Background: an optimization exercise with open tools, aiming at small area. Do not read the settings as production practice. No activity file was given, so power comes from the tool's default toggle rates.

v30:
## stratigo
module stratigo
	(
		CLOCK_50,
		KEY,
		SW,
		LEDR,
		PIX_X,
		PIX_Y,
		PIX_COLOUR,
		PIX_PLOT
	);
	input			CLOCK_50;
	input   [9:0]   SW;
	input   [3:0]   KEY;
	output  [17:0] LEDR;
	output	[7:0]	PIX_X;
	output	[6:0]	PIX_Y;
	output	[2:0]	PIX_COLOUR;
	output			PIX_PLOT;
	wire rst = ~KEY[2];
	wire go = ~KEY[1];
	wire back = ~KEY[0];
	wire [2:0] rx = SW[5:3];
	wire [2:0] ry = SW[2:0];
	wire [1:0] ph;           
	wire cmd;                
	wire turn_player;
	wire [2:0] mouse_x, mouse_y;
	wire [5:0] pos;          
	wire [5:0] win;          
	wire [5:0] tgt;          
	wire [4:0] atk;          
	wire [5:0] xy_pos;
	wire [5:0] draw_sq;      
	wire write, update_x_y;
	wire [5:0] draw_value;
	wire [14:0] long_counter;
	wire [7:0] counter;
	datapath d0(
		.clk(CLOCK_50), .rst(rst), .rx(rx), .ry(ry),
		.ph(ph), .cmd(cmd), .pos(pos),
		.mouse_x(mouse_x), .mouse_y(mouse_y),
		.win(win), .tgt(tgt), .atk(atk),
		.xy_pos(xy_pos), .update_x_y(update_x_y), .draw_sq(draw_sq)
	);
	control c0(
		.clk(CLOCK_50), .rst(rst), .go(go), .back(back),
		.rx(rx), .ry(ry), .mouse_x(mouse_x), .mouse_y(mouse_y),
		.tgt(tgt), .atk(atk),
		.ph(ph), .cmd(cmd), .turn_player(turn_player), .pos(pos)
	);
	draw_board_control board_control(
		.clk(CLOCK_50), .rst(rst),
		.long_counter(long_counter), .counter(counter), .draw_sq(draw_sq),
		.write(write), .update_x_y(update_x_y), .draw_value(draw_value)
	);
	draw_board_datapath board_path(
		.clk(CLOCK_50), .rst(rst),
		.write(write), .update_x_y(update_x_y), .draw_value(draw_value),
		.raw_x(rx), .raw_y(ry), .ph(ph),
		.mouse_x(mouse_x), .mouse_y(mouse_y), .turn_player(turn_player),
  ...
Settings: LEC_CHECK=0, CAP_MARGIN=20, CORE_MARGIN=2, CORE_UTILIZATION=40, CTS_BUF_LIST=sky130_fd_sc_hd__clkbuf_8, CTS_CLUSTER_DIAMETER=60, CTS_CLUSTER_SIZE=16, SLEW_MARGIN=20; clock period 10.0 ns.
standard.sh (not shown) runs the stock make flow with config.mk's settings and CLKGATE_MAP_FILE= SYNTH_SCRIPT=/design/flow/synth_recipe.tcl, a recipe that flattens the netlist after the stock synthesis.
==> flow/flow/run.sh <==
#!/bin/bash
# Standard ORFS layout, except that the combinational logic of the standard
# synthesis netlist is re-mapped by ABC with an area-oriented script before
# floorplanning. Registers (names, cell types) are left as the standard
# synthesis made them. Each tool's output goes to a log file in this folder.
set -euo pipefail
W=$PWD
R=$W/orfs/results/$FLOW_PLATFORM/stratigo/base
LIB=$FLOW_HOME/platforms/$FLOW_PLATFORM/lib/sky130_fd_sc_hd__tt_025C_1v80.lib

# 1. the standard synthesis, unchanged
bash standard.sh $R/1_2_yosys.v > $W/synth_standard.log 2>&1
cp $R/1_2_yosys.v $W/1_2_yosys.standard.v

# 2. re-map the combinational logic for area
subst() {
  sed -e "s|@LIB@|$LIB|g" -e "s|@IN@|$W/1_2_yosys.standard.v|g" -e "s|@OUT@|$R/1_2_yosys.v|g" \
      -e "s|@SCRIPT@|$W/flow/area.abc|g" -e "s|@STAT@|$W/reabc_stat.txt|g" \
      -e "s|@CELLS@|$W/cells_comb.v|g" "$1" > "$2"
}
subst $W/flow/mkcells.ys $W/mkcells.ys
subst $W/flow/reabc.ys $W/reabc.ys
yosys -s $W/mkcells.ys > $W/mkcells.log 2>&1
subst $W/flow/eqchk.ys $W/eqchk.ys
# keep the re-mapped netlist only if it is proven equivalent to the standard one
if ! { yosys -s $W/reabc.ys > $W/reabc.log 2>&1 && yosys -s $W/eqchk.ys > $W/eqchk.log 2>&1; }; then
  echo "re-mapping failed or not proven equivalent; using the standard netlist" > $W/reabc_fallback.txt
  cp $W/1_2_yosys.standard.v $R/1_2_yosys.v
fi

# 3. the rest of the standard flow, from the re-mapped netlist
bash standard.sh > $W/layout.log 2>&1
Other scripts of this flow, unchanged in this note and not shown: flow/flow/area.abc, flow/flow/eqchk.ys, flow/flow/mkcells.ys, flow/flow/reabc.ys
Setup changes, v30 to v41
- a deleted CTS_CLUSTER_DIAMETER that had been 60
- a deleted CTS_CLUSTER_SIZE that had been 16
- a deleted CTS_BUF_LIST that had been sky130_fd_sc_hd__clkbuf_8
-- flow/flow/run.sh --
<<< v30, line 31
# 3. the rest of the standard flow, from the re-mapped netlist
bash standard.sh > $W/layout.log 2>&1
>>> v41, line 31
# 3. the rest of the standard flow, from the re-mapped netlist
# port buffers: the smallest buffer cell
bash standard.sh "BUFFER_PORTS_ARGS=-buffer_cell sky130_fd_sc_hd__buf_1" \
  "CTS_ARGS=-sink_clustering_enable -repair_clock_nets -sink_clustering_size 16 -sink_clustering_max_diameter 60 -buf_list sky130_fd_sc_hd__clkbuf_8 -dont_use_dummy_load" \
  finish > $W/layout.log 2>&1
### Flow results
- [compare] base=v30 new=v41: met1 usage has increased; design internal power has decreased; final worst setup slack has increased.
- Share of power burned in registers in v41 is 2.4 points above v30.
- When v41 is set beside v30, its final area turns out to be 550 um2 smaller.
- Of v30 and v41, the run reporting the lower final critical path time including I/O delays and setup was v41.
## Diff of input files: v32 against v41
- CTS_CLUSTER_DIAMETER newly set to 40
- CTS_BUF_LIST newly set to sky130_fd_sc_hd__clkbuf_4
- CTS_CLUSTER_SIZE newly set to 8
-- flow/flow/run.sh --
<<< v41, line 32
# port buffers: the smallest buffer cell
bash standard.sh "BUFFER_PORTS_ARGS=-buffer_cell sky130_fd_sc_hd__buf_1" \
  "CTS_ARGS=-sink_clustering_enable -repair_clock_nets -sink_clustering_size 16 -sink_clustering_max_diameter 60 -buf_list sky130_fd_sc_hd__clkbuf_8 -dont_use_dummy_load" \
  finish > $W/layout.log 2>&1
>>> v32, line 32
# port buffers: the smallest buffer cell
bash standard.sh "BUFFER_PORTS_ARGS=-buffer_cell sky130_fd_sc_hd__buf_1" finish > $W/layout.log 2>&1
Notes after the runs:
The total power density per cell area reported for v32 is greater than that of v41 by 12 nW/um2.
Compared to v41, v32 reaches a lower achievable clock.
The run showing the smaller global-route usage is v41.
Between v32 and v41, it is v32 whose number of clock buffer instances in the layout is higher, by 57.
v32 against v41: number of global-route vias before repair has increased, final core utilization has increased, final instance area has increased, final cell count without fillers has increased.
Function was not checked in any run of this note: the RTL went through the layout flow alone.

==> what the ideal ports hide <==
No port has a modelled driver above. Below, the same layouts with a new extraction and two added sets of constraints.
Step 1 sets driving cells, clkbuf_16 on the clock port and buf_2 on the other inputs (assumed; they add their load-dependent delay and slew).
Step 2 adds t to the input delays and takes it off the output delays; t is the mean of the earliest and latest rising clock arrival at the registers after step 1. Input paths then give back, and output paths get back, about the clock's delay inside the block.
Slacks: ideal / step 1 / step 2; pairs: ideal / step 1.
run | shift t [ns] | setup slack, ns | worst slew at a driven data input, ns
v30 | 0.687 | 2.618 / 2.564 / 3.249 | 0.04
v41 | 0.645 | 2.960 / 2.908 / 3.384 | 0.04
v32 | 0.872 | 2.759 / 2.706 / 3.381 | 0.04
After both steps every run listed still meets setup and hold.
